Source: an optimization exercise on an open RTL-to-GDS flow (aim: small area). Production flows keep margins and buffers that such runs may drop.
Only simulation tests tie the RTL to the original design; equivalence was not proved.
No driver is modelled on the clock port, so clock power and skew are understated where the tree is cut down; a real chip needs a root buffer or a tree.
Power and IR drop assume default switching activity.

## P
// top_led_controller
module top_led_controller #(
    parameter NUM_LED = 8
)(
    input  wire clk,
    input  wire reset_n,
    input  wire [1:0] pattern_type,
    input  wire [2:0] color,
    input  wire [2:0] speed,
    output wire led_data
);
For scale: about 220 cells after synthesis, ~2300 um^2 of cells after synthesis.
==> module pattern_controller, before the edit <==
module pattern_controller (
    input  wire       clk,
    input  wire       reset_n,
    input  wire [1:0] pattern_type,
    input  wire [2:0] color,
    input  wire [2:0] speed,
    output reg        start,
    output reg  [2:0] img_grb,
    output wire       img_all,
    output reg  [2:0] img_pos
);
    reg [1:0]  type_reg;
    reg [2:0]  color_reg;
    reg [2:0]  speed_reg;
    reg        update;         
    reg        running;        
    reg [12:0] step_lo;
    reg [4:0]  step_hi;
    reg [1:0]  pos_delta;      
    reg        direction;
    reg        flash_state;
    localparam [12:0] LO_FIRST = 13'h05a3;   
    localparam [12:0] LO_NEXT  = 13'h0b46;   
    localparam [12:0] LO_TERM  = 13'h0dbe;
    function [2:0] color_value;
        input [2:0] sel;
        case (sel)
            3'd0: color_value = 3'b010;
            3'd1: color_value = 3'b100;
            3'd2: color_value = 3'b001;
            3'd3: color_value = 3'b110;
            3'd4: color_value = 3'b101;
            3'd5: color_value = 3'b011;
            3'd6: color_value = 3'b111;
            default: color_value = 3'b000;
        endcase
    endfunction
    wire changed = (pattern_type != type_reg) || (color != color_reg) || (speed != speed_reg);
    wire lo_end  = (step_lo == LO_TERM);
    wire expire  = running && !update && lo_end && (step_hi == 5'd25);
    wire [2:0] cv = color_value(color_reg);
    wire       step_back = pos_delta[1] & pos_delta[0];
    wire [2:0] led_position = img_pos + {step_back, step_back, pos_delta[0]};
    assign img_all = pos_delta[1] & ~pos_delta[0];
    always @(posedge clk) begin
        if (update | expire)
            step_lo <= LO_FIRST;
        else if (lo_end)
            step_lo <= LO_NEXT;
        else
            step_lo <= {step_lo[11:0], step_lo[12] ^ step_lo[9]};
    end
    always @(posedge clk or negedge reset_n) begin
        if (!reset_n) begin
            type_reg <= 2'b00;
            color_reg <= 3'b000;
            speed_reg <= 3'b000;
            start <= 1'b0;
            update <= 1'b0;
            running <= 1'b0;
            step_hi <= 5'h0;
            pos_delta <= 2'b00;
            direction <= 0;
            flash_state <= 0;
            img_grb <= 3'b000;
            img_pos <= 3'd0;
        end else begin
            start <= update | expire;
            update <= !update && changed;
            type_reg <= pattern_type;
            color_reg <= color;
            speed_reg <= speed;
            if (update)
                running <= 1'b1;
            if (update | expire)
                step_hi <= {1'b0, speed_reg, 1'b0};
            else if (lo_end)
                step_hi <= step_hi - 1'b1;
            if (update) begin
                img_grb <= cv;
                case (type_reg)
                    2'b01, 2'b10: begin
                        img_pos <= 3'd0;
                        pos_delta <= 2'b00;
                        direction <= 1'b0;
                    end
                    default: begin
                        img_pos <= led_position;
                        pos_delta <= 2'b10;
                        if (type_reg == 2'b11)
                            flash_state <= 1'b1;
                    end
                endcase
            end else if (expire) begin
                case (type_reg)
                    2'b01: begin
                        img_grb <= cv;
                        img_pos <= led_position;
                        pos_delta <= 2'b01;
                    end
                    2'b10: begin
                        img_grb <= cv;
                        img_pos <= led_position;
                        if (direction == 1'b0) begin
                            pos_delta <= 2'b01;
                            if (led_position >= 3'd6) direction <= 1'b1;
                        end else begin
                            pos_delta <= 2'b11;
                            if (led_position <= 3'd1) direction <= 1'b0;
                        end
                    end
                    2'b11: begin
                        flash_state <= ~flash_state;
                        img_grb <= flash_state ? cv : 3'b000;
                        img_pos <= led_position;
                        pos_delta <= 2'b10;
                    end
                    default: ;
                endcase
            end
        end
    end
endmodule
==> flow/config.mk <==
export PLATFORM = sky130hd
export DESIGN_NAME = top_led_controller
export DESIGN_NICKNAME = top_led_controller
export VERILOG_FILES = /design/flow/design.v
export SDC_FILE = /design/flow/constraint.sdc
export NUM_CORES = 4
export LEC_CHECK = 0
export CAP_MARGIN = 20
export CORE_MARGIN = 2
export CORE_UTILIZATION = 70
export PLACE_DENSITY = 0.85
export SLEW_MARGIN = 20
==> flow/constraint.sdc <==
create_clock -name core_clock -period 10.0 [get_ports {clk}]
set_input_delay 2.0000 -clock core_clock [delete_from_list [all_inputs] [get_ports {clk}]]
set_output_delay 2.0000 -clock core_clock [all_outputs]
set_load 0.01 [all_outputs]
standard.sh (not shown) runs the stock make flow with config.mk's settings and CLKGATE_MAP_FILE= SYNTH_SCRIPT=/design/flow/synth_recipe.tcl, a recipe that flattens the netlist after the stock synthesis.
==> flow/flow/run.sh <==
#!/bin/bash
# Own layout flow:
#  1. the standard synthesis (bash standard.sh synth), unchanged;
#  2. its combinational logic re-mapped by ABC for area, flip-flop cells and
#     their names untouched: several ABC scripts (deep synthesis with fixed
#     seeds and stop rules) are tried, and the smallest result is used whose
#     logic between flip-flops and ports a SAT proof shows equal to the
#     standard synthesis's;
#  3. the standard layout steps with single-drive port buffers and a clock
#     tree of small buffers without dummy loads.
# Each tool's output goes to a log_*.txt file in the work folder.
set -uo pipefail
W=$(pwd)
F=$W/flow
R=$W/orfs/results/$FLOW_PLATFORM/top_led_controller/base
L=$W/orfs/logs/$FLOW_PLATFORM/top_led_controller/base
LIB=$FLOW_HOME/platforms/$FLOW_PLATFORM/lib/sky130_fd_sc_hd__tt_025C_1v80.lib

bash standard.sh synth > $W/log_synth.txt 2>&1 || exit 1
cp $R/1_2_yosys.v $W/std_synth.v

python3 $F/splitlib.py $LIB $W/comb.lib $W/seq.lib > $W/log_splitlib.txt 2>&1 || exit 1
DU=$(grep -o -- "-dont_use [A-Za-z0-9_]*" $L/1_2_yosys.log | sort -u | tr '\n' ' ')
python3 $F/cutff.py $W/seq.lib $W/std_synth.v $W/eq_gold.v gold 2> $W/log_cut_gold.txt

cand() {
    # cand SCRIPT INPUT_NETLIST: re-map INPUT_NETLIST with an ABC script; keep
    # the result (ok_*.txt) only if it equals the standard synthesis's logic
    local s=$1 in=$2 n
    n=$(basename $s .script)
    yosys -p "read_liberty -lib $W/seq.lib; read_liberty $W/comb.lib; read_verilog $in; hierarchy -top $FLOW_TOP; flatten; opt_clean; abc -script $s -liberty $LIB $DU; opt_clean -purge; hilomap -singleton -hicell sky130_fd_sc_hd__conb_1 HI -locell sky130_fd_sc_hd__conb_1 LO; splitnets; opt_clean -purge; rename -enumerate; tee -o $W/${n}.stat stat -liberty $LIB; write_verilog -noattr -nohex -nodec $W/${n}.v" > $W/log_${n}.txt 2>&1 || return
    python3 $F/cutff.py $W/seq.lib $W/${n}.v $W/eq_${n}.v gate 2> $W/log_cut_${n}.txt || return
    yosys -p "read_liberty $W/comb.lib; read_verilog $W/eq_gold.v $W/eq_${n}.v; hierarchy -check; flatten gold gate; miter -equiv -flatten -make_outputs gold gate miter; hierarchy -top miter; sat -verify -prove trigger 0 miter" > $W/log_eq_${n}.txt 2>&1 || return
    echo "$n $(grep -o "Chip area for module .*: [0-9.]*" $W/${n}.stat | grep -o "[0-9.]*$")" > $W/ok_${n}.txt
}
export -f cand
export W F LIB DU FLOW_TOP
# first round from the standard synthesis, second round from the best first-round result
ls $F/abc_*.script | xargs -P ${NUM_CORES:-4} -I{} bash -c "cand {} $W/std_synth.v"
best1=$(cat $W/ok_abc_*.txt 2>/dev/null | sort -k2 -g | head -1 | cut -d' ' -f1)
if [ -n "$best1" ]; then
    ls $F/round2_*.script | xargs -P ${NUM_CORES:-4} -I{} bash -c "cand {} $W/${best1}.v"
fi
cat $W/ok_*.txt > $W/log_candidates.txt 2>/dev/null
best=$(sort -k2 -g $W/log_candidates.txt | head -1 | cut -d' ' -f1)
echo "chosen: ${best:-standard}" >> $W/log_candidates.txt
if [ -n "$best" ]; then
    cp $W/${best}.v $R/1_2_yosys.v
    rm -f $R/1_synth.odb $R/1_synth.sdc
fi

PORTBUF="BUFFER_PORTS_ARGS=-buffer_cell sky130_fd_sc_hd__buf_1"
bash standard.sh "$PORTBUF" place > $W/log_place.txt 2>&1 || exit 1

# Clock tree: a few clock buffers straight from the clock port, one per group
# of nearby flip-flops; the first configuration (smallest area first) whose
# estimated clock-pin slew stays under 0.115 ns is used, else TritonCTS.
for cfg in "3 sky130_fd_sc_hd__clkbuf_8 1" "3 sky130_fd_sc_hd__clkbuf_8 0" "2 sky130_fd_sc_hd__clkbuf_16 1" "4 sky130_fd_sc_hd__clkbuf_8 1" "4 sky130_fd_sc_hd__clkbuf_8 0" "3 sky130_fd_sc_hd__clkbuf_16 1"; do
    set -- $cfg
    if LIB=$LIB PLATFORM_DIR=$FLOW_HOME/platforms/$FLOW_PLATFORM IN_ODB=$R/3_place.odb IN_SDC=$R/3_place.sdc \
       NBUF=$1 BUFCELL=$2 BALANCE=$3 MAX_SLEW=0.115 OUT_ODB=$R/4_1_cts.odb OUT_SDC=$W/cts_out.sdc \
       openroad -no_init -exit $F/mcts.tcl > $W/log_cts_$1_$2_$3.txt 2>&1; then
        cp $R/4_1_cts.odb $R/4_cts.odb
        cp $W/cts_out.sdc $R/4_cts.sdc
        echo "clock tree: $cfg" > $W/log_cts_chosen.txt
        break
    fi
    rm -f $R/4_1_cts.odb
done

bash standard.sh "$PORTBUF" \
    CTS_ARGS="-sink_clustering_enable -repair_clock_nets -dont_use_dummy_load -buf_list sky130_fd_sc_hd__clkbuf_4 -sink_clustering_size 30 -sink_clustering_max_diameter 400" \
    finish > $W/log_layout.txt 2>&1 || exit 1
Other scripts of this flow, unchanged in this note and not shown: flow/flow/abc_ds10_amap.script, flow/flow/abc_ds10_nf.script, flow/flow/abc_ds11_amap.script, flow/flow/abc_ds11_nf.script, flow/flow/abc_ds12_amap.script, flow/flow/abc_ds12_nf.script, flow/flow/abc_ds1_amap.script, flow/flow/abc_ds1_nf.script, flow/flow/abc_ds2_amap.script, flow/flow/abc_ds2_nf.script, flow/flow/abc_ds3_amap.script, flow/flow/abc_ds3_nf.script, flow/flow/abc_ds4_amap.script, flow/flow/abc_ds4_nf.script, flow/flow/abc_ds5_amap.script, flow/flow/abc_ds5_nf.script, flow/flow/abc_ds6_amap.script, flow/flow/abc_ds6_nf.script, flow/flow/abc_ds7_amap.script, flow/flow/abc_ds7_nf.script, flow/flow/abc_ds8_amap.script, flow/flow/abc_ds8_nf.script, flow/flow/abc_ds9_amap.script, flow/flow/abc_ds9_nf.script, flow/flow/cutff.py, flow/flow/mcts.tcl, flow/flow/round2_ds1_nf.script, flow/flow/round2_ds2_nf.script, flow/flow/splitlib.py
P closes out successfully: all stages finished, all timing, DRC and antenna checks passed.
## Diff of input files: Q against P
diff --git a/flow/design.v b/flow/design.v
--- a/flow/design.v
+++ b/flow/design.v
@@ -10,13 +10,12 @@
     output reg  [2:0] img_pos
 );
     reg [1:0]  type_reg;
     reg [2:0]  color_reg;
     reg [2:0]  speed_reg;
     reg        update;         
-    reg        running;        
     reg [12:0] step_lo;
     reg [4:0]  step_hi;
     reg [1:0]  pos_delta;      
     reg        direction;
     reg        flash_state;
     localparam [12:0] LO_FIRST = 13'h05a3;   
@@ -34,13 +33,14 @@
             3'd6: color_value = 3'b111;
             default: color_value = 3'b000;
         endcase
     endfunction
     wire changed = (pattern_type != type_reg) || (color != color_reg) || (speed != speed_reg);
     wire lo_end  = (step_lo == LO_TERM);
-    wire expire  = running && !update && lo_end && (step_hi == 5'd25);
+    wire parked  = step_hi[4] & ~step_hi[3];
+    wire expire  = !update && lo_end && (step_hi == 5'd25);
     wire [2:0] cv = color_value(color_reg);
     wire       step_back = pos_delta[1] & pos_delta[0];
     wire [2:0] led_position = img_pos + {step_back, step_back, pos_delta[0]};
     assign img_all = pos_delta[1] & ~pos_delta[0];
     always @(posedge clk) begin
         if (update | expire)
@@ -54,30 +54,27 @@
         if (!reset_n) begin
             type_reg <= 2'b00;
             color_reg <= 3'b000;
             speed_reg <= 3'b000;
             start <= 1'b0;
             update <= 1'b0;
-            running <= 1'b0;
-            step_hi <= 5'h0;
+            step_hi <= 5'd16;
             pos_delta <= 2'b00;
             direction <= 0;
             flash_state <= 0;
             img_grb <= 3'b000;
             img_pos <= 3'd0;
         end else begin
             start <= update | expire;
             update <= !update && changed;
             type_reg <= pattern_type;
             color_reg <= color;
             speed_reg <= speed;
-            if (update)
-                running <= 1'b1;
             if (update | expire)
                 step_hi <= {1'b0, speed_reg, 1'b0};
-            else if (lo_end)
+            else if (lo_end && !parked)
                 step_hi <= step_hi - 1'b1;
             if (update) begin
                 img_grb <= cv;
                 case (type_reg)
                     2'b01, 2'b10: begin
                         img_pos <= 3'd0;
--- outcome ---
Worst hold slack is higher on P. Side by side, measured slew at the worst slew-check pin turned out lower in Q than in P. Die area, Q vs P: down slightly. Power share of the combinational group in Q is 0.8 points above P. Q ends up with a total power that is 0.000020 W lower than in P. Re cell count after synthesis: P was lower than Q. Against P, the final cell area of Q is lower.
No run of this note takes its clock network from TritonCTS; it comes from the design's own scripts or RTL.

## re-timing with driven ports
How much do the figures lean on ideal ports? The routed layouts below were timed once more, with nothing changed but the port constraints. Step 1 assumes that a clkbuf_16 drives the clock port and a buf_2 every other input. Step 2, shift: input delay + t, output delay - t, t = (earliest + latest rising clock arrival at the registers) / 2. This alone moves slack from input paths to output paths. a / b / c = ideal ports / drivers / drivers and shift; a / b = the first two.
run	t, ns	slack for setup (ns)	worst slew at a driven data input, ns
P	0.206	5.970 / 5.970 / 5.970	0.03
Q	0.205	6.285 / 6.285 / 6.285	0.03
After both steps setup and hold are still met in every run listed.
